This design comes from an exercise in tuning for a short achievable clock period and few clock cycles on the open sky130 flow, not from production work.
At most, simulation tests tie the RTL to the original design; equivalence was not proved.
No driver is modelled on the clock port, so clocking that relies on it looks cheaper here than on a real chip.
Power is estimated from default activity; no workload was simulated.

==> job 8381: inputs <==
==> flow/design.v (excerpt) <==
module RISCV_TOP (
	input wire CLK,
	input wire RSTn,
	output wire I_MEM_CSN,
	input wire [31:0] I_MEM_DI, 
	output reg [11:0] I_MEM_ADDR, 
	output wire D_MEM_CSN,
	input wire [31:0] D_MEM_DI,
	output wire [31:0] D_MEM_DOUT,
	output wire [11:0] D_MEM_ADDR, 
	output wire D_MEM_WEN,
	output wire [3:0] D_MEM_BE,
	output wire RF_WE,
	output wire [4:0] RF_RA1,
	output wire [4:0] RF_RA2,
	output wire [4:0] RF_WA1,
	input wire [31:0] RF_RD1,
	input wire [31:0] RF_RD2,
	output wire [31:0] RF_WD,
	output wire HALT,                    
	output reg [31:0] NUM_INST,          
	output wire [31:0] OUTPUT_PORT       
	);
	localparam PB = 6;	 
	reg rstq;
	reg csn;
	always @(posedge CLK) begin
		rstq <= RSTn;
		csn <= ~RSTn;
	end
	assign I_MEM_CSN = csn;
	assign D_MEM_CSN = csn;
	reg [11:2] pcF;
	reg vD;
	reg [31:0] irD;
	reg [11:2] pcD, predNextD;
	reg predTD;
	reg [31:0] opA, opB, opBI, immE;
	reg selA_M, selB_M, selS_M;
	reg mEq, mNe, mLt, mGe, mLtu, mGeu;
	reg subE, arithE;
	reg [4:0] shE;
	reg selSh_M;
	reg [11:0] jrX;
	reg rAdd, rSll, rSlt, rSltu, rXor, rSr, rOr, rAnd, rLink;
	reg [2:0] f3E;
	reg [4:0] rdE;
	reg weE, ldE, stE, brE, jalE, jrE, haltE, vE;
	reg [11:2] pcE, brTgtE, fallE, fall2E, predNextE;
  ...
export LEC_CHECK = 0
export CAP_MARGIN = 20
export CORE_MARGIN = 2
export CORE_UTILIZATION = 55
export SLEW_MARGIN = 20
create_clock -name core_clock -period 10.0 [get_ports {CLK}]
standard.sh (not shown) runs the stock make flow with config.mk's settings and CLKGATE_MAP_FILE= SYNTH_SCRIPT=/design/flow/synth_recipe.tcl, a recipe that flattens the netlist after the stock synthesis.
==> flow/flow/run.sh <==
#!/bin/bash
set -o pipefail
export BUFFER_PORTS_ARGS="-buffer_cell sky130_fd_sc_hd__buf_4"
export MATCH_CELL_FOOTPRINT=0
bash standard.sh SETUP_SLACK_MARGIN=7.0 TNS_END_PERCENT=100 MATCH_CELL_FOOTPRINT=0 \
	"BUFFER_PORTS_ARGS=-buffer_cell sky130_fd_sc_hd__buf_4" finish > standard_flow.log 2>&1
==> job 9245: changes against job 8381 <==
--- a/flow/design.v
+++ b/flow/design.v
@@ -96,18 +96,16 @@
 	wire useRs2D = isRD | isStD | isBrD;
 	wire useImmD = isID | isLdD | isStD | isJalrD;
 	wire subD = (isRD & (f3D == 3'b000) & irD[30]) | ((isRD | isID) & (f3D == 3'b010 || f3D == 3'b011));
 	wire shiftD = (isRD | isID) & (f3D[1:0] == 2'b01);
 	wire [31:0] immD = isStD ? {{20{irD[31]}}, irD[31:25], irD[11:7]} : {{20{irD[31]}}, irD[31:20]};
 	wire [11:2] tgtBD = pcD + {irD[7], irD[30:25], irD[11:9]};
 	wire [11:2] tgtJD = pcD + {irD[20], irD[30:22]};
-	wire redirE, skipE;
-	wire [11:2] tgtE;
 	wire stall = vD & ldE & weE & ((useRs1D & (rs1D == rdE)) | (useRs2D & (rs2D == rdE)));
-	wire goE = RSTn & vD & ~redirM & ~redirE & ~skipE & ~stall;
+	wire goE = RSTn & vD & ~redirM & ~stall;
 	wire fuseD = vD & isBrD & ~f3D[2] & ~f3D[1] & addiE & ~selA_M &
 		(((rs2D == 5'd0) & (rs1D == rdE)) | ((rs1D == 5'd0) & (rs2D == rdE)));
 	wire earlyT = f3D[0] ^ zeroPre;
 	wire earlyRedir = fuseD & (earlyT ^ predTD);
 	wire mA_E = weE & (rdE == rs1D);
 	wire mA_M = weM & (rdM == rs1D);
 	wire mB_E = weE & (rdE == rs2D);
@@ -125,26 +123,21 @@
 	wire fLnk = dLink & (rdD == iw[19:15]);
 	wire [11:2] fTJ = pcF + {iw[20], iw[30:22]};
 	wire [11:2] fTB = pcF + {iw[7], iw[30:25], iw[11:9]};
 	wire [11:2] fTR = pcD + 10'd1 + iw[31:22];
 	wire fTake = fJal | (fBr & fBrT) | (fJalr & fLnk);
 	wire [11:2] fTgt = fJal ? fTJ : (fBr ? fTB : fTR);
 	wire [11:2] nextF = fTake ? fTgt : pcF + 10'd1;
-	wire lateE = redirE & ~redirM;
 	wire lateD = earlyRedir & ~redirM;
 	wire [11:2] valD = earlyT ? tgtBD : pcD + 10'd1;
 	always @(posedge CLK) begin
 		if (!RSTn) begin
 			pcF <= 10'b0;
 			vD <= 1'b0;
 		end
-		else if (lateE) begin
-			pcF <= tgtE;
-			vD <= 1'b0;
-		end
 		else if (lateD) begin
 			pcF <= valD;
 			vD <= 1'b0;
 		end
 		else if (redirM) begin
 			pcF <= tgtM;
 			vD <= 1'b0;
@@ -261,23 +254,19 @@
 			3'b101: taken = ~cmpLt;
 			3'b110: taken = cmpLtu;
 			3'b111: taken = ~cmpLtu;
 			default: taken = 1'b0;
 		endcase
 	end
 	wire brMiss = (mEq & cmpEq) | (mNe & ~cmpEq) | (mLt & cmpLt) | (mGe & ~cmpLt) | (mLtu & cmpLtu) | (mGeu & ~cmpLtu);
-	wire skipOK = ~predTE & (pcF == brTgtE);
-	assign skipE = brMiss & skipOK;
-	assign redirE = brMiss & ~skipOK;
-	assign tgtE = predTE ? fallE : brTgtE;
 	wire [11:0] jrSum = A[11:0] + immE[11:0];
 	wire [11:2] jrTgt = jrSum[11:2];
 	always @(posedge CLK) begin
-		redirM <= RSTn & ~redirM & ((jrE & ~(selA_M ? (resM[11:0] == jrX) : (opA[11:0] == jrX))) | (jalE & (brTgtE != predNextE)));
-		tgtM <= jrE ? jrTgt : brTgtE;
+		redirM <= RSTn & ~redirM & (brMiss | (jrE & ~(selA_M ? (resM[11:0] == jrX) : (opA[11:0] == jrX))) | (jalE & (brTgtE != predNextE)));
+		tgtM <= jrE ? jrTgt : ((brE & predTE) ? fallE : brTgtE);
 	end
 	wire [PB+1:2] ebi = pcE[PB+1:2];
 	always @(posedge CLK) begin
 		bpUpd <= brE & ~redirM;
 		bpIdx <= ebi;
 		bpTaken <= taken;
 		bpHit <= bp_v[ebi];
==> qor summary <==
item                                                                    job 9245                 job 8381
Number of antenna cells inserted                                               1                        4
Non-clock inverter instance count of the final layout                        248                      231
Signal buffers share of area                                               12.6%                    11.6%
Largest incremental delay on the critical path                            410 ps                   490 ps
Net count of the finished layout                                           4,694                    4,760
Beginning of the worst register-to-register path                          pcF[2]                  opA[15]
Largest net degree at the start of global routing                            100                       65
Final clock skew                                                         32.6 ps                  27.8 ps
Path depth of the worst reg2reg path                                          12                       15
Non-Filler Cell Area, Final                                           48,600 µm²               47,600 µm²
Part of the power in registers                                             40.5%                    41.3%
Worst path buffer plus inverter count                                          1                        4
Clock Network Area Fraction                                                4.79%                    4.90%
Proportion of synthesized chip area in sequential cells                    39.0%                    38.6%
Status                                                   complete, no violations  complete, no violations
Post-CTS Resized                                                             654                      569
Mux share of post-synthesis cell area                                      14.1%                    12.8%
Area added between synthesis and finish                                    30.4%                    26.6%
Critical Path AT                                                         4040 ps                  4540 ps
DP Cell Count                                                              4,820                    4,951
Area of combinational cells with multiple inputs                      23,200 µm²               23,000 µm²
Crit-path max FO                                                               3                        6
Testbench counts of job 9245, summed over its fixed seeds: cycles 46,499.
Function not checked in job 8381: the RTL went through the layout flow alone.

---

==> run D <==
Another version of the RTL of RISCV_TOP (not shown whole).
export LEC_CHECK = 0
export CAP_MARGIN = 20
export CORE_MARGIN = 2
export CORE_UTILIZATION = 55
export SLEW_MARGIN = 20
create_clock -name core_clock -period 10.0 [get_ports {CLK}]
==> flow/flow/run.sh <==
#!/bin/bash
# The standard layout (the standard.sh: unchanged synthesis, floorplan, power grid,
# placement, CTS and routing) with these changes to how timing is repaired:
# - the port buffers are plain buffers (buf_4) instead of the delay cells buffer_ports
#   otherwise picks;
# - the resizer may swap a cell for one of another footprint, so it can resize them;
# - two more setup repairs: after placement (post_resize.tcl) and after CTS's own
#   repair (post_cts.tcl).
# Every tool's output goes to standard_flow.log in this folder.
set -o pipefail
here=$(pwd)
export BUFFER_PORTS_ARGS="-buffer_cell sky130_fd_sc_hd__buf_4"
export MATCH_CELL_FOOTPRINT=0
export POST_RESIZE_TCL=$here/flow/post_resize.tcl
export POST_CTS_TCL=$here/flow/post_cts.tcl
bash standard.sh SETUP_SLACK_MARGIN=7.0 TNS_END_PERCENT=100 MATCH_CELL_FOOTPRINT=0 \
	"BUFFER_PORTS_ARGS=-buffer_cell sky130_fd_sc_hd__buf_4" \
	POST_RESIZE_TCL=$here/flow/post_resize.tcl POST_CTS_TCL=$here/flow/post_cts.tcl \
	finish > standard_flow.log 2>&1
==> flow/flow/post_cts.tcl <==
# A second setup repair after CTS's own, then legalize again.
estimate_parasitics -placement
repair_timing -setup -setup_margin $::env(SETUP_SLACK_MARGIN) -repair_tns 100 -verbose
detailed_placement
check_placement -verbose
==> flow/flow/post_resize.tcl <==
# An extra setup repair once the design is placed, before CTS.
estimate_parasitics -placement
repair_timing -setup -setup_margin $::env(SETUP_SLACK_MARGIN) -repair_tns 100 -verbose
==> run R (differences from run D) <==
--- a/flow/design.v
+++ b/flow/design.v
@@ -17,15 +17,15 @@
 	input wire [31:0] RF_RD1,
 	input wire [31:0] RF_RD2,
 	output wire [31:0] RF_WD,
 	output wire HALT,                    
 	output reg [31:0] NUM_INST,          
 	output wire [31:0] OUTPUT_PORT       
 	);
-	localparam PB = 5;	 
+	localparam PB = 6;	 
 	reg rstq;
 	reg csn;
 	always @(posedge CLK) begin
 		rstq <= RSTn;
 		csn <= ~RSTn;
 	end
 	assign I_MEM_CSN = csn;
@@ -45,41 +45,41 @@
 	reg rAdd, rSll, rSlt, rSltu, rXor, rSr, rOr, rAnd, rLink;
 	reg [2:0] f3E;
 	reg [4:0] rdE;
 	reg weE, ldE, stE, brE, jalE, jrE, haltE, vE;
 	reg [11:2] pcE, brTgtE, fallE, fall2E, predNextE;
 	reg predTE;
 	reg addiE;
-	reg zeroPre, zeroOk;
+	reg zeroPre;
 	reg [31:0] resM, stdM;
 	reg [4:0] rdM;
 	reg weM, ldM, nwenM, haltM, vM;
 	reg redirM;
 	reg [11:2] tgtM;
 	reg [31:0] resW;
 	reg [4:0] rdW;
 	reg weW, haltW, vW;
 	reg [(1<<PB)-1:0] bp_v;
-	reg [(1<<PB)-1:0] bp_h, bp_l;
+	reg [1:0] bp_c [0:(1<<PB)-1];
 	reg bpUpd, bpTaken, bpHit;
 	reg [1:0] bpCtr;
 	reg [PB+1:2] bpIdx;
 	always @(posedge CLK) begin
 		if (!rstq) begin
 			bp_v <= {(1<<PB){1'b0}};
 		end
 		else begin
 			if (bpUpd) begin
 				bp_v[bpIdx] <= 1'b1;
 				if (!bpHit)
-					{bp_h[bpIdx], bp_l[bpIdx]} <= bpTaken ? 2'b11 : 2'b01;
+					bp_c[bpIdx] <= bpTaken ? 2'b11 : 2'b01;
 				else if (bpTaken)
-					{bp_h[bpIdx], bp_l[bpIdx]} <= (bpCtr == 2'b11) ? 2'b11 : bpCtr + 2'd1;
+					bp_c[bpIdx] <= (bpCtr == 2'b11) ? 2'b11 : bpCtr + 2'd1;
 				else
-					{bp_h[bpIdx], bp_l[bpIdx]} <= (bpCtr == 2'b00) ? 2'b00 : bpCtr - 2'd1;
+					bp_c[bpIdx] <= (bpCtr == 2'b00) ? 2'b00 : bpCtr - 2'd1;
 			end
 		end
 	end
 	wire [6:0] opD = irD[6:0];
 	wire [4:0] rdD = irD[11:7];
 	wire [4:0] rs1D = irD[19:15];
 	wire [4:0] rs2D = irD[24:20];
@@ -98,34 +98,31 @@
 	wire subD = (isRD & (f3D == 3'b000) & irD[30]) | ((isRD | isID) & (f3D == 3'b010 || f3D == 3'b011));
 	wire shiftD = (isRD | isID) & (f3D[1:0] == 2'b01);
 	wire [31:0] immD = isStD ? {{20{irD[31]}}, irD[31:25], irD[11:7]} : {{20{irD[31]}}, irD[31:20]};
 	wire [11:2] tgtBD = pcD + {irD[7], irD[30:25], irD[11:9]};
 	wire [11:2] tgtJD = pcD + {irD[20], irD[30:22]};
 	wire stall = vD & ldE & weE & ((useRs1D & (rs1D == rdE)) | (useRs2D & (rs2D == rdE)));
 	wire goE = RSTn & vD & ~redirM & ~stall;
-	wire fuseD = vD & isBrD & ~f3D[2] & ~f3D[1] & addiE & ~selA_M & zeroOk &
+	wire fuseD = vD & isBrD & ~f3D[2] & ~f3D[1] & addiE & ~selA_M &
 		(((rs2D == 5'd0) & (rs1D == rdE)) | ((rs1D == 5'd0) & (rs2D == rdE)));
 	wire earlyT = f3D[0] ^ zeroPre;
 	wire earlyRedir = fuseD & (earlyT ^ predTD);
 	wire mA_E = weE & (rdE == rs1D);
 	wire mA_M = weM & (rdM == rs1D);
 	wire mB_E = weE & (rdE == rs2D);
 	wire mB_M = weM & (rdM == rs2D);
 	wire [31:0] resWn = ldM ? D_MEM_DI : resM;
-	wire [31:0] immID = {{20{irD[31]}}, irD[31:20]};
-	wire zeroF, zeroFM;
-	sumzero zf (.a(RF_RD1), .b(immID), .z(zeroF));
-	sumzero zm (.a(resM), .b(immID), .z(zeroFM));
 	always @(*) I_MEM_ADDR = {pcF, 2'b00};
 	wire [31:0] iw = I_MEM_DI;
 	wire fJal = iw[3];
 	wire fBr = iw[6] & ~iw[2];
 	wire fJalr = iw[6] & iw[2] & ~iw[3];
 	wire [PB+1:2] fbi = pcF[PB+1:2];
-	wire fBrT = (rstq & bp_v[fbi]) ? bp_h[fbi] : iw[31];
+	wire [1:0] fCtr = bp_c[fbi];
+	wire fBrT = (rstq & bp_v[fbi]) ? fCtr[1] : iw[31];
 	wire dLink = vD & (isJalD | isJalrD) & (rdD != 5'd0);
 	wire fLnk = dLink & (rdD == iw[19:15]);
 	wire [11:2] fTJ = pcF + {iw[20], iw[30:22]};
 	wire [11:2] fTB = pcF + {iw[7], iw[30:25], iw[11:9]};
 	wire [11:2] fTR = pcD + 10'd1 + iw[31:22];
 	wire fTake = fJal | (fBr & fBrT) | (fJalr & fLnk);
 	wire [11:2] fTgt = fJal ? fTJ : (fBr ? fTB : fTR);
@@ -190,16 +187,15 @@
 		rdE <= rdD;
 		pcE <= pcD;
 		brTgtE <= isJalD ? tgtJD : tgtBD;
 		fallE <= pcD + 10'd1;
 		fall2E <= pcD + 10'd2;
 		predNextE <= predNextD;
 		predTE <= fuseD ? earlyT : predTD;
-		zeroPre <= mA_M ? zeroFM : zeroF;
-		zeroOk <= ~(mA_M & ldM);
+		zeroPre <= ((mA_M ? resWn : RF_RD1) == 32'd0 - immD);
 	end
 	always @(posedge CLK) begin
 		if (!RSTn) begin
 			vE <= 1'b0;
 			weE <= 1'b0;
 			ldE <= 1'b0;
 			stE <= 1'b0;
@@ -221,18 +217,15 @@
 			addiE <= goE & isID & (f3D == 3'b000) & (rdD != 5'd0);
 		end
 	end
 	wire [31:0] A = selA_M ? resM : opA;
 	wire [31:0] B = selB_M ? (resM ^ {32{subE}}) : opBI;
 	wire [4:0] shamt = selSh_M ? resM[4:0] : shE;
 	wire [31:0] S = selS_M ? resM : opB;
-	wire [32:0] sumR, sumM;
-	add32 addR (.a(opA), .b(B), .ci(subE), .s(sumR));
-	add32 addM (.a(resM), .b(B), .ci(subE), .s(sumM));
-	wire [32:0] sum = selA_M ? sumM : sumR;
+	wire [32:0] sum = {1'b0, A} + {1'b0, B} + {32'b0, subE};
 	wire ltu = ~sum[32];
 	wire lt = (A[31] == B[31]) ? A[31] : sum[31];
 	wire signed [31:0] sraV = $signed(A) >>> shamt;
 	wire [31:0] srlV = A >> shamt;
 	wire [31:0] srv = arithE ? sraV : srlV;
 	wire [12:2] linkE = {1'b0, pcE} + 11'd1;
 	wire [31:0] res =
@@ -273,15 +266,15 @@
 	end
 	wire [PB+1:2] ebi = pcE[PB+1:2];
 	always @(posedge CLK) begin
 		bpUpd <= brE & ~redirM;
 		bpIdx <= ebi;
 		bpTaken <= taken;
 		bpHit <= bp_v[ebi];
-		bpCtr <= {bp_h[ebi], bp_l[ebi]};
+		bpCtr <= bp_c[ebi];
 	end
 	always @(posedge CLK) begin
 		resM <= res;
 		stdM <= S;
 		rdM <= rdE;
 		ldM <= ldE;
 	end
@@ -368,73 +361,7 @@
 	wire gLo = g4[1] | (e4[1] & g4[0]);
 	wire eLo = e4[1] & e4[0];
 	wire eHi = ~(a[31] ^ b[31]);
 	assign eq = eHi & eLo;
 	assign ltu = (~a[31] & b[31]) | (eHi & gLo);
 	assign lt = (a[31] & ~b[31]) | (eHi & gLo);
 endmodule
-module sumzero (
-	input wire [31:0] a,
-	input wire [31:0] b,
-	output wire z
-	);
-	wire [31:0] x = a ^ b;
-	wire [31:0] o = a | b;
-	assign z = ~x[0] & (x[31:1] == o[30:0]);
-endmodule
-module add32 (
-	input wire [31:0] a,
-	input wire [31:0] b,
-	input wire ci,
-	output wire [32:0] s
-	);
-	wire [32:0] g0 = {a & b, ci};
-	wire [32:0] p0 = {a ^ b, 1'b0};
-	wire [32:0] g1, p1, g2, p2, g3, p3, g4, p4, g5, p5, g6;
-	genvar i;
-	generate
-		for (i = 0; i < 33; i = i + 1) begin : lv
-			if (i >= 1) begin : a1
-				assign g1[i] = g0[i] | (p0[i] & g0[i-1]);
-				assign p1[i] = p0[i] & p0[i-1];
-			end else begin : b1
-				assign g1[i] = g0[i];
-				assign p1[i] = p0[i];
-			end
-			if (i >= 2) begin : a2
-				assign g2[i] = g1[i] | (p1[i] & g1[i-2]);
-				assign p2[i] = p1[i] & p1[i-2];
-			end else begin : b2
-				assign g2[i] = g1[i];
-				assign p2[i] = p1[i];
-			end
-			if (i >= 4) begin : a3
-				assign g3[i] = g2[i] | (p2[i] & g2[i-4]);
-				assign p3[i] = p2[i] & p2[i-4];
-			end else begin : b3
-				assign g3[i] = g2[i];
-				assign p3[i] = p2[i];
-			end
-			if (i >= 8) begin : a4
-				assign g4[i] = g3[i] | (p3[i] & g3[i-8]);
-				assign p4[i] = p3[i] & p3[i-8];
-			end else begin : b4
-				assign g4[i] = g3[i];
-				assign p4[i] = p3[i];
-			end
-			if (i >= 16) begin : a5
-				assign g5[i] = g4[i] | (p4[i] & g4[i-16]);
-				assign p5[i] = p4[i] & p4[i-16];
-			end else begin : b5
-				assign g5[i] = g4[i];
-				assign p5[i] = p4[i];
-			end
-			if (i >= 32) begin : a6
-				assign g6[i] = g5[i] | (p5[i] & g5[i-32]);
-			end else begin : b6
-				assign g6[i] = g5[i];
-			end
-		end
-	endgenerate
-	assign s[31:0] = p0[32:1] ^ g6[31:0];
-	assign s[32] = g6[32];
-endmodule
==> flow/flow/post_cts.tcl (replaced) <==
# A second setup repair after CTS's own, then legalize again.
estimate_parasitics -placement
repair_timing -setup -setup_margin 7.0 -repair_tns 100 -verbose
detailed_placement
check_placement -verbose
==> flow/flow/post_resize.tcl (replaced) <==
# An extra setup repair once the design is placed, before CTS.
estimate_parasitics -placement
repair_timing -setup -setup_margin 7.0 -repair_tns 100 -verbose
==> run M (differences from run D) <==
--- a/flow/design.v
+++ b/flow/design.v
@@ -17,15 +17,15 @@
 	input wire [31:0] RF_RD1,
 	input wire [31:0] RF_RD2,
 	output wire [31:0] RF_WD,
 	output wire HALT,                    
 	output reg [31:0] NUM_INST,          
 	output wire [31:0] OUTPUT_PORT       
 	);
-	localparam PB = 5;	 
+	localparam PB = 6;	 
 	reg rstq;
 	reg csn;
 	always @(posedge CLK) begin
 		rstq <= RSTn;
 		csn <= ~RSTn;
 	end
 	assign I_MEM_CSN = csn;
@@ -45,41 +45,41 @@
 	reg rAdd, rSll, rSlt, rSltu, rXor, rSr, rOr, rAnd, rLink;
 	reg [2:0] f3E;
 	reg [4:0] rdE;
 	reg weE, ldE, stE, brE, jalE, jrE, haltE, vE;
 	reg [11:2] pcE, brTgtE, fallE, fall2E, predNextE;
 	reg predTE;
 	reg addiE;
-	reg zeroPre, zeroOk;
+	reg zeroPre;
 	reg [31:0] resM, stdM;
 	reg [4:0] rdM;
 	reg weM, ldM, nwenM, haltM, vM;
 	reg redirM;
 	reg [11:2] tgtM;
 	reg [31:0] resW;
 	reg [4:0] rdW;
 	reg weW, haltW, vW;
 	reg [(1<<PB)-1:0] bp_v;
-	reg [(1<<PB)-1:0] bp_h, bp_l;
+	reg [1:0] bp_c [0:(1<<PB)-1];
 	reg bpUpd, bpTaken, bpHit;
 	reg [1:0] bpCtr;
 	reg [PB+1:2] bpIdx;
 	always @(posedge CLK) begin
 		if (!rstq) begin
 			bp_v <= {(1<<PB){1'b0}};
 		end
 		else begin
 			if (bpUpd) begin
 				bp_v[bpIdx] <= 1'b1;
 				if (!bpHit)
-					{bp_h[bpIdx], bp_l[bpIdx]} <= bpTaken ? 2'b11 : 2'b01;
+					bp_c[bpIdx] <= bpTaken ? 2'b11 : 2'b01;
 				else if (bpTaken)
-					{bp_h[bpIdx], bp_l[bpIdx]} <= (bpCtr == 2'b11) ? 2'b11 : bpCtr + 2'd1;
+					bp_c[bpIdx] <= (bpCtr == 2'b11) ? 2'b11 : bpCtr + 2'd1;
 				else
-					{bp_h[bpIdx], bp_l[bpIdx]} <= (bpCtr == 2'b00) ? 2'b00 : bpCtr - 2'd1;
+					bp_c[bpIdx] <= (bpCtr == 2'b00) ? 2'b00 : bpCtr - 2'd1;
 			end
 		end
 	end
 	wire [6:0] opD = irD[6:0];
 	wire [4:0] rdD = irD[11:7];
 	wire [4:0] rs1D = irD[19:15];
 	wire [4:0] rs2D = irD[24:20];
@@ -98,34 +98,31 @@
 	wire subD = (isRD & (f3D == 3'b000) & irD[30]) | ((isRD | isID) & (f3D == 3'b010 || f3D == 3'b011));
 	wire shiftD = (isRD | isID) & (f3D[1:0] == 2'b01);
 	wire [31:0] immD = isStD ? {{20{irD[31]}}, irD[31:25], irD[11:7]} : {{20{irD[31]}}, irD[31:20]};
 	wire [11:2] tgtBD = pcD + {irD[7], irD[30:25], irD[11:9]};
 	wire [11:2] tgtJD = pcD + {irD[20], irD[30:22]};
 	wire stall = vD & ldE & weE & ((useRs1D & (rs1D == rdE)) | (useRs2D & (rs2D == rdE)));
 	wire goE = RSTn & vD & ~redirM & ~stall;
-	wire fuseD = vD & isBrD & ~f3D[2] & ~f3D[1] & addiE & ~selA_M & zeroOk &
+	wire fuseD = vD & isBrD & ~f3D[2] & ~f3D[1] & addiE & ~selA_M &
 		(((rs2D == 5'd0) & (rs1D == rdE)) | ((rs1D == 5'd0) & (rs2D == rdE)));
 	wire earlyT = f3D[0] ^ zeroPre;
 	wire earlyRedir = fuseD & (earlyT ^ predTD);
 	wire mA_E = weE & (rdE == rs1D);
 	wire mA_M = weM & (rdM == rs1D);
 	wire mB_E = weE & (rdE == rs2D);
 	wire mB_M = weM & (rdM == rs2D);
 	wire [31:0] resWn = ldM ? D_MEM_DI : resM;
-	wire [31:0] immID = {{20{irD[31]}}, irD[31:20]};
-	wire zeroF, zeroFM;
-	sumzero zf (.a(RF_RD1), .b(immID), .z(zeroF));
-	sumzero zm (.a(resM), .b(immID), .z(zeroFM));
 	always @(*) I_MEM_ADDR = {pcF, 2'b00};
 	wire [31:0] iw = I_MEM_DI;
 	wire fJal = iw[3];
 	wire fBr = iw[6] & ~iw[2];
 	wire fJalr = iw[6] & iw[2] & ~iw[3];
 	wire [PB+1:2] fbi = pcF[PB+1:2];
-	wire fBrT = (rstq & bp_v[fbi]) ? bp_h[fbi] : iw[31];
+	wire [1:0] fCtr = bp_c[fbi];
+	wire fBrT = (rstq & bp_v[fbi]) ? fCtr[1] : iw[31];
 	wire dLink = vD & (isJalD | isJalrD) & (rdD != 5'd0);
 	wire fLnk = dLink & (rdD == iw[19:15]);
 	wire [11:2] fTJ = pcF + {iw[20], iw[30:22]};
 	wire [11:2] fTB = pcF + {iw[7], iw[30:25], iw[11:9]};
 	wire [11:2] fTR = pcD + 10'd1 + iw[31:22];
 	wire fTake = fJal | (fBr & fBrT) | (fJalr & fLnk);
 	wire [11:2] fTgt = fJal ? fTJ : (fBr ? fTB : fTR);
@@ -190,16 +187,15 @@
 		rdE <= rdD;
 		pcE <= pcD;
 		brTgtE <= isJalD ? tgtJD : tgtBD;
 		fallE <= pcD + 10'd1;
 		fall2E <= pcD + 10'd2;
 		predNextE <= predNextD;
 		predTE <= fuseD ? earlyT : predTD;
-		zeroPre <= mA_M ? zeroFM : zeroF;
-		zeroOk <= ~(mA_M & ldM);
+		zeroPre <= ((mA_M ? resWn : RF_RD1) == 32'd0 - immD);
 	end
 	always @(posedge CLK) begin
 		if (!RSTn) begin
 			vE <= 1'b0;
 			weE <= 1'b0;
 			ldE <= 1'b0;
 			stE <= 1'b0;
@@ -221,18 +217,15 @@
 			addiE <= goE & isID & (f3D == 3'b000) & (rdD != 5'd0);
 		end
 	end
 	wire [31:0] A = selA_M ? resM : opA;
 	wire [31:0] B = selB_M ? (resM ^ {32{subE}}) : opBI;
 	wire [4:0] shamt = selSh_M ? resM[4:0] : shE;
 	wire [31:0] S = selS_M ? resM : opB;
-	wire [32:0] sumR, sumM;
-	add32 addR (.a(opA), .b(B), .ci(subE), .s(sumR));
-	add32 addM (.a(resM), .b(B), .ci(subE), .s(sumM));
-	wire [32:0] sum = selA_M ? sumM : sumR;
+	wire [32:0] sum = {1'b0, A} + {1'b0, B} + {32'b0, subE};
 	wire ltu = ~sum[32];
 	wire lt = (A[31] == B[31]) ? A[31] : sum[31];
 	wire signed [31:0] sraV = $signed(A) >>> shamt;
 	wire [31:0] srlV = A >> shamt;
 	wire [31:0] srv = arithE ? sraV : srlV;
 	wire [12:2] linkE = {1'b0, pcE} + 11'd1;
 	wire [31:0] res =
@@ -273,15 +266,15 @@
 	end
 	wire [PB+1:2] ebi = pcE[PB+1:2];
 	always @(posedge CLK) begin
 		bpUpd <= brE & ~redirM;
 		bpIdx <= ebi;
 		bpTaken <= taken;
 		bpHit <= bp_v[ebi];
-		bpCtr <= {bp_h[ebi], bp_l[ebi]};
+		bpCtr <= bp_c[ebi];
 	end
 	always @(posedge CLK) begin
 		resM <= res;
 		stdM <= S;
 		rdM <= rdE;
 		ldM <= ldE;
 	end
@@ -368,73 +361,7 @@
 	wire gLo = g4[1] | (e4[1] & g4[0]);
 	wire eLo = e4[1] & e4[0];
 	wire eHi = ~(a[31] ^ b[31]);
 	assign eq = eHi & eLo;
 	assign ltu = (~a[31] & b[31]) | (eHi & gLo);
 	assign lt = (a[31] & ~b[31]) | (eHi & gLo);
 endmodule
-module sumzero (
-	input wire [31:0] a,
-	input wire [31:0] b,
-	output wire z
-	);
-	wire [31:0] x = a ^ b;
-	wire [31:0] o = a | b;
-	assign z = ~x[0] & (x[31:1] == o[30:0]);
-endmodule
-module add32 (
-	input wire [31:0] a,
-	input wire [31:0] b,
-	input wire ci,
-	output wire [32:0] s
-	);
-	wire [32:0] g0 = {a & b, ci};
-	wire [32:0] p0 = {a ^ b, 1'b0};
-	wire [32:0] g1, p1, g2, p2, g3, p3, g4, p4, g5, p5, g6;
-	genvar i;
-	generate
-		for (i = 0; i < 33; i = i + 1) begin : lv
-			if (i >= 1) begin : a1
-				assign g1[i] = g0[i] | (p0[i] & g0[i-1]);
-				assign p1[i] = p0[i] & p0[i-1];
-			end else begin : b1
-				assign g1[i] = g0[i];
-				assign p1[i] = p0[i];
-			end
-			if (i >= 2) begin : a2
-				assign g2[i] = g1[i] | (p1[i] & g1[i-2]);
-				assign p2[i] = p1[i] & p1[i-2];
-			end else begin : b2
-				assign g2[i] = g1[i];
-				assign p2[i] = p1[i];
-			end
-			if (i >= 4) begin : a3
-				assign g3[i] = g2[i] | (p2[i] & g2[i-4]);
-				assign p3[i] = p2[i] & p2[i-4];
-			end else begin : b3
-				assign g3[i] = g2[i];
-				assign p3[i] = p2[i];
-			end
-			if (i >= 8) begin : a4
-				assign g4[i] = g3[i] | (p3[i] & g3[i-8]);
-				assign p4[i] = p3[i] & p3[i-8];
-			end else begin : b4
-				assign g4[i] = g3[i];
-				assign p4[i] = p3[i];
-			end
-			if (i >= 16) begin : a5
-				assign g5[i] = g4[i] | (p4[i] & g4[i-16]);
-				assign p5[i] = p4[i] & p4[i-16];
-			end else begin : b5
-				assign g5[i] = g4[i];
-				assign p5[i] = p4[i];
-			end
-			if (i >= 32) begin : a6
-				assign g6[i] = g5[i] | (p5[i] & g5[i-32]);
-			end else begin : b6
-				assign g6[i] = g5[i];
-			end
-		end
-	endgenerate
-	assign s[31:0] = p0[32:1] ^ g6[31:0];
-	assign s[32] = g6[32];
-endmodule
--- a/flow/flow/run.sh
+++ b/flow/flow/run.sh
@@ -9,11 +9,11 @@
 # Every tool's output goes to standard_flow.log in this folder.
 set -o pipefail
 here=$(pwd)
 export BUFFER_PORTS_ARGS="-buffer_cell sky130_fd_sc_hd__buf_4"
 export MATCH_CELL_FOOTPRINT=0
 export POST_RESIZE_TCL=$here/flow/post_resize.tcl
 export POST_CTS_TCL=$here/flow/post_cts.tcl
-bash standard.sh SETUP_SLACK_MARGIN=7.0 TNS_END_PERCENT=100 MATCH_CELL_FOOTPRINT=0 \
+bash standard.sh SETUP_SLACK_MARGIN=7.5 TNS_END_PERCENT=100 MATCH_CELL_FOOTPRINT=0 \
 	"BUFFER_PORTS_ARGS=-buffer_cell sky130_fd_sc_hd__buf_4" \
 	POST_RESIZE_TCL=$here/flow/post_resize.tcl POST_CTS_TCL=$here/flow/post_cts.tcl \
 	finish > standard_flow.log 2>&1
==> flow/flow/post_cts.tcl (replaced) <==
# A second setup repair after CTS's own, then legalize again.
estimate_parasitics -placement
repair_timing -setup -setup_margin 7.5 -repair_tns 100 -verbose
detailed_placement
check_placement -verbose
==> flow/flow/post_resize.tcl (replaced) <==
# An extra setup repair once the design is placed, before CTS.
estimate_parasitics -placement
repair_timing -setup -setup_margin 7.5 -repair_tns 100 -verbose
==> run notes <==
FF+latch count, synth=between 400 and 500; Synth top cells by count=dfxtp_1 (409), ha_1 (352), a21oi_1 (322), inv_1 (277), nor2_1 (270); Failed at=placement repair; Synth warnings=33; mux contribution to synthesized area=0.101; GPL Wtd Cong=approximately 1; First Err=Error: resize.tcl, 39 can't read "::env(SETUP_SLACK_MARGIN)": no such variable; outcome=aborted with a tool error; row count=89
Source of the figures above: run D

==> run notes <==
hold path startpoint=ldE; FF+latch count, synth=635; Fin. Hold Viols=0; GPL Wtd Cong=1.00; Synth warnings=1; mux contribution to synthesized area=0.141; Synth area leaders=dfxtp_1 (24%), edfxtp_1 (15%), ha_1 (7.6%), mux2i_1 (5.6%), mux4_2 (5.1%); outcome=complete, no violations; Port Buf Inserts=between 200 and 300; row count=between 90 and 100; instance area after placement=42500 um2
Source of the figures above: run R

==> run notes <==
Synth top cells by count=dfxtp_1 (454), nor2_1 (351), nand2_1 (262), a21oi_1 (249), inv_1 (245); outcome=complete, no violations; FF+latch count, synth=635; post-layout util=0.806; GPL Wtd Cong=1.01; mux contribution to synthesized area=0.141
Source of the figures above: run M

Testbench counts of run R, summed over its fixed seeds: cycles 46,499.
Testbench counts of run M, summed over its fixed seeds: cycles 46,499.
Only the layout flow was run in run D; the RTL was not checked for function there.

## port drivers added, routing unchanged
In the flow no input, the clock included, has a driving cell. The finished layouts below were timed again as built, in two steps. Step 1 assumes that a clkbuf_16 drives the clock port and a buf_2 every other input. Step 2 adds t to the input delays and takes it off the output delays; t is the mean of the earliest and latest rising clock arrival at the registers after step 1. Input paths then give back, and output paths get back, about the clock's delay inside the block. Slacks: ideal / step 1 / step 2; pairs: ideal / step 1.
run | t (ns) | setup WS [ns] | hold slack, ns | worst setup path at the end | cell pins on the clock port's net
job 8381 | 0.697 | 5.967 / 5.967 / 5.453 | 0.383 / 0.383 / 0.383 | input to register | 1
job 9245 | 0.692 | 6.483 / 6.489 / 5.827 | 0.340 / 0.340 / 0.340 | input to register | 1
run R | 0.681 | 6.489 / 6.505 / 5.824 | 0.350 / 0.350 / 0.350 | input to register | 1
run M | 0.719 | 6.248 / 6.285 / 5.566 | 0.392 / 0.392 / 0.392 | input to register | 1
After both steps every run listed still meets setup and hold. The setup slack of run M, which loses most, moves by +0.037 ns with the drivers and by -0.682 ns with both steps.
